This design comes from an exercise in tuning for small area on the open sky130 flow, not from production work. Function was checked by simulation only, so behaviour that the tests miss may differ from the original. No activity file was given, so power comes from the tool's default toggle rates.

== the previous run ==
==> module btn_onepulse, before the edit <==
module btn_onepulse #(parameter ACT = 0) (
    input  wire clk,
    input  wire rst_n,
    input  wire btn_n,   
    output wire pulse    
);
    localparam [9:0] MASK = 10'b1010101010;
    reg s0, s1;                  
    reg [9:0] q;
    reg db, db_d, p;
    reg [1:0] ph;
    wire [9:0] cnt = q ^ MASK;
    wire lvl = ~s1;              
    wire diff = lvl ^ db;
    wire full = cnt[9] & cnt[6] & cnt[5] & cnt[4] & cnt[3] & cnt[2] & cnt[0];
    wire fb = ~(cnt[9] ^ cnt[2]);
    wire run = diff & ~full;
    always @(posedge clk) begin
        db_d <= db;
        q    <= ({10{run}} & {cnt[8:0], fb}) ^ MASK;
    end
    always @(posedge clk or negedge rst_n) begin
        if (!rst_n) begin
            s0    <= 1'b1;
            s1    <= 1'b1;
            db    <= 1'b0;
            p     <= 1'b0;
            ph    <= 2'b00;
        end else begin
            s0 <= btn_n;
            s1 <= s0;
            if (diff & full)
                db <= ~db;
            p     <= db & ~db_d;
            ph    <= {ph[0], (diff & full & lvl) | (ph[0] & ~ph[1])};
        end
    end
    assign pulse = ACT ? (ph[1] & ~ph[0]) : p;
endmodule
==> module year16k, before the edit <==
module year16k(
    input  wire clk, rst_n,
    input  wire inc, dec,
    output reg [3:0] l1, l0,
    output reg [3:0] e1, e0,
    output reg r,
    output wire leap,
    output wire [3:0] y3, y2
);
    function [3:0] ti(input [3:0] q); ti = {q[0] & (q[3] | q[2] & q[1]), q[0] & q[1], q[0] & ~q[3], 1'b1}; endfunction
    function [3:0] td(input [3:0] q); td = {~q[0] & ~q[1] & ~q[2], ~q[0] & ~q[1] & (q[2] | q[3]), ~q[0] & (q[1] | q[2] | q[3]), 1'b1}; endfunction
    wire a9 = l0[3] & l0[0], a0 = ~l0[3] & ~l0[2] & ~l0[1] & ~l0[0];
    wire b9 = l1[3] & l1[0], b0 = ~l1[3] & ~l1[2] & ~l1[1] & ~l1[0];
    wire c9 = e0[3] & e0[0], c0 = ~e0[3] & ~e0[2] & ~e0[1] & ~e0[0];
    wire f9 = e1[3] & e1[0], f0 = ~e1[3] & ~e1[2] & ~e1[1] & ~e1[0];
    wire l00 = a0 & b0, l99 = a9 & b9;
    wire l_div4 = ~l0[0] & (l1[0] ^ ~l0[1]);
    wire e_div4 = ~e0[0] & (e1[0] ^ ~e0[1]);
    assign leap = l00 ? e_div4 : l_div4;
    wire ei = inc & l99, ed = dec & l00;
    wire wmax = inc & r & e1[2] & e1[1] & e0[1] & e0[0] & l1[3] & ~l1[0] & ~l0[2] & l0[1] & l0[0];
    wire wmin = dec & ~r & c0 & f0 & l00;
    always @(posedge clk or negedge rst_n) begin
        if (!rst_n) begin
            l1 <= 4'd0; l0 <= 4'd0; e1 <= 4'd2; e0 <= 4'd0; r <= 1'b0;
        end else begin
            l0 <= l0 ^ ({4{inc}} & ti(l0) | {4{dec}} & td(l0)) ^ {wmin, wmax, wmin, 1'b0};
            l1 <= l1 ^ ({4{inc & a9}} & ti(l1) | {4{dec & a0}} & td(l1)) ^ {wmax, 2'b00, wmin};
            e0 <= e0 ^ ({4{ei}} & ti(e0) | {4{ed}} & td(e0)) ^ {wmin, 1'b0, wmax | wmin, wmax};
            e1 <= e1 ^ ({4{ei & c9}} & ti(e1) | {4{ed & c0}} & td(e1)) ^ {wmin, wmax | wmin, wmax | wmin, wmin};
            r  <= r ^ (ei & c9 & f9) ^ (ed & c0 & f0) ^ wmax;
        end
    end
    wire lt28 = ~e1[2] & (~e1[1] | (~e1[0] & ~e0[3]));
    wire bor = ~e0[3];
    wire [3:0] o28 = bor ? e0 + 4'd2 : {3'b000, e0[0]};
    wire [3:0] t28 = e1 - 4'd2 - {3'b000, bor};
    assign y3 = ~r ? e1 : lt28 ? 4'd9 : t28;
    assign y2 = ~r ? e0 : lt28 ? 4'd9 : o28;
endmodule
clock: 15.0 ns
lec_check: 0
abc_area: 1
cap_margin: 20
core_margin: 2
core_utilization: 40
slew_margin: 20
standard.sh (not shown) runs the stock make flow with config.mk's settings and CLKGATE_MAP_FILE= SYNTH_SCRIPT=/design/flow/synth_recipe.tcl, a recipe that flattens the netlist after the stock synthesis.
==> flow/flow/run.sh <==
#!/bin/bash
# Layout flow: the standard flow (standard.sh) with these changes
#  - synthesis maps the logic with an area-oriented ABC script (flow/area.abc),
#    run as 48 parallel trials (16 seeds; nothing, &synch2 or &syn3 first),
#    keeping the smallest (see flow/synth.tcl),
#    and without extracting half/full adder cells (ADDER_MAP_FILE empty);
#  - ports are buffered with buf_1 cells, and so are the outputs that
#    synthesis finds equal to another output (MIN_BUF_CELL_AND_PORTS);
#  - the clock tree is built from clkbuf_4 cells, without dummy loads.
# Each tool's output goes to the ORFS logs under orfs/logs; the make output
# to flow.log.
set -euo pipefail
export FLOW_WORK=$PWD
export FLOW_ABC_SCRIPT=$PWD/flow/area.abc
export FLOW_ABC_SEEDS="1 2 3 4 5 6 7 8 9 10 11 12 13 14 15 16"
export FLOW_ABC_PRE="{} &synch2 &syn3"
bash standard.sh \
  SYNTH_SCRIPT=$PWD/flow/synth.tcl \
  ADDER_MAP_FILE= \
  "MIN_BUF_CELL_AND_PORTS=sky130_fd_sc_hd__buf_1 A X" \
  "BUFFER_PORTS_ARGS=-buffer_cell sky130_fd_sc_hd__buf_1" \
  "CTS_ARGS=-sink_clustering_enable -repair_clock_nets -buf_list sky130_fd_sc_hd__clkbuf_4 -dont_use_dummy_load" \
  finish > flow.log 2>&1
Other scripts of this flow, unchanged in this note and not shown: flow/flow/area.abc, flow/flow/synth.tcl
The previous run: PASS, flow complete, no timing, DRC or antenna violations
### the previous run -> the current run
==> flow/design.v, changed modules only <==
module btn_onepulse #(parameter ACT = 0) (
    input  wire clk,
    input  wire rst_n,
    input  wire btn_n,   
    output wire pulse    
);
    localparam [9:0] SEED = 10'd60;
    localparam [9:0] MASK = SEED ^ 10'b1010101010;
    reg s0, s1;                  
    reg [9:0] q;
    reg db, db_d, p;
    reg [1:0] ph;
    wire [9:0] cnt = q ^ MASK;
    wire lvl = ~s1;              
    wire diff = lvl ^ db;
    wire full = cnt[8] & cnt[5] & cnt[4] & cnt[2] & cnt[1] & ~cnt[0];
    wire fb = ~(cnt[9] ^ cnt[2]);
    wire run = diff & ~full;
    always @(posedge clk) begin
        db_d <= db;
        q    <= (run ? {cnt[8:0], fb} : SEED) ^ MASK;
    end
    always @(posedge clk or negedge rst_n) begin
        if (!rst_n) begin
            s0    <= 1'b1;
            s1    <= 1'b1;
            db    <= 1'b0;
            p     <= 1'b0;
            ph    <= 2'b00;
        end else begin
            s0 <= btn_n;
            s1 <= s0;
            if (diff & full)
                db <= ~db;
            p     <= db & ~db_d;
            ph    <= {ph[0], (diff & full & lvl) | (ph[0] & ~ph[1])};
        end
    end
    assign pulse = ACT ? (ph[1] & ~ph[0]) : p;
endmodule
module year16k(
    input  wire clk, rst_n,
    input  wire inc, dec,
    output reg [3:0] l1, l0,
    output reg [3:0] e1, e0,
    output reg r,
    output wire leap,
    output wire [3:0] y3, y2
);
    function [3:0] ti(input [3:0] q); ti = {q[0] & (q[3] | q[2] & q[1]), q[0] & q[1], q[0] & ~q[3], 1'b1}; endfunction
    function [3:0] td(input [3:0] q); td = {~q[0] & ~q[1] & ~q[2], ~q[0] & ~q[1] & (q[2] | q[3]), ~q[0] & (q[1] | q[2] | q[3]), 1'b1}; endfunction
    wire a9 = l0[3] & l0[0], a0 = ~l0[3] & ~l0[2] & ~l0[1] & ~l0[0];
    wire b9 = l1[3] & l1[0], b0 = ~l1[3] & ~l1[2] & ~l1[1] & ~l1[0];
    wire c9 = e0[3] & e0[0], c0 = ~e0[3] & ~e0[2] & ~e0[1] & ~e0[0];
    wire f9 = e1[3] & e1[0], f0 = ~e1[3] & ~e1[2] & ~e1[1] & ~e1[0];
    wire l00 = a0 & b0, l99 = a9 & b9;
    wire l_div4 = ~l0[0] & (l1[0] ^ ~l0[1]);
    wire e_div4 = ~e0[0] & (e1[0] ^ ~e0[1]);
    assign leap = l00 ? e_div4 : l_div4;
    wire ei = inc & l99, ed = dec & l00;
    wire hi = e1[3] | e1[2];                  
    wire up01 = ei & ~r & c9 & f9;
    wire dn10 = ed & r & e1[2] & ~e0[2] & e0[1] & ~e0[0];
    wire wmax = inc & r & ~e1[2] & e1[1] & e1[0] & e0[2] & ~e0[1] & e0[0] & l1[3] & ~l1[0] & ~l0[2] & l0[1] & l0[0];
    wire wmin = dec & ~r & c0 & f0 & l00;
    always @(posedge clk or negedge rst_n) begin
        if (!rst_n) begin
            l1 <= 4'd0; l0 <= 4'd0; e1 <= 4'd2; e0 <= 4'd0; r <= 1'b0;
        end else begin
            l0 <= l0 ^ ({4{inc}} & ti(l0) | {4{dec}} & td(l0)) ^ {wmin, wmax, wmin, 1'b0};
            l1 <= l1 ^ ({4{inc & a9}} & ti(l1) | {4{dec & a0}} & td(l1)) ^ {wmax, 2'b00, wmin};
            e0 <= e0 ^ ({4{ei}} & ti(e0) | {4{ed}} & td(e0))
                     ^ {wmin | dn10, wmax | wmin, up01, wmax};
            e1 <= e1 ^ ({4{ei & c9}} & ti(e1) | {4{ed & c0}} & td(e1))
                     ^ {wmin | dn10, up01 | dn10, wmax | wmin | up01 | dn10, wmax | up01};
            r  <= r ^ up01 ^ dn10 ^ wmax ^ wmin;
        end
    end
    assign y3 = (r & hi) ? 4'd9 : e1;
    assign y2 = (r & hi) ? 4'd9 : e0;
endmodule
[summary]
- Sequential share of layout area across the previous run and the current run: no real change.
- Between the previous run and the current run, the difference in layout filler cell count is negligible.
- The current run: flow completed, timing, DRC and antenna clean
- Delta (the current run minus the previous run): wire length moved up; count of clock-buffer cells in the layout flat; maximum frequency has increased; filler-free cell count of the finished design went down; final area now sits at about the same level.
- Against the previous run, the current run comes in 13 points lower on sequential share of power.
- Reported for the previous run and the current run, cell depth of the worst min-delay path turned out identical to the last digit.
- Worst hold slack (the current run over the previous run): decrease, 0.022 ns
- [compare] base=the previous run new=the current run: switching component of the power increased 150%, final worst-path cycle share decreased 0.71 points, total met3 wirelength after detailed routing increased 44 um.

## separate check: timing with driven ports
In the flow no input, the clock included, has a driving cell. The finished layouts below were timed again as built, in two steps. Step 1, drivers: a clkbuf_16 drives clk and a buf_2 each remaining input, both assumed. Step 2 adds t to the input delays and takes it off the output delays; t is the mean of the earliest and latest rising clock arrival at the registers after step 1. Input paths then give back, and output paths get back, about the clock's delay inside the block. Three values: no drivers, after step 1, after step 2; two values: the first two.
| run | t (ns) | setup slack, ns | worst setup path at the end |
|---|---|---|---|
| the previous run | 0.512 | 6.527 / 6.505 / 6.505 | input to output |
| the current run | 0.510 | 6.633 / 6.611 / 6.611 | input to output |
After both steps every run listed still meets setup and hold.
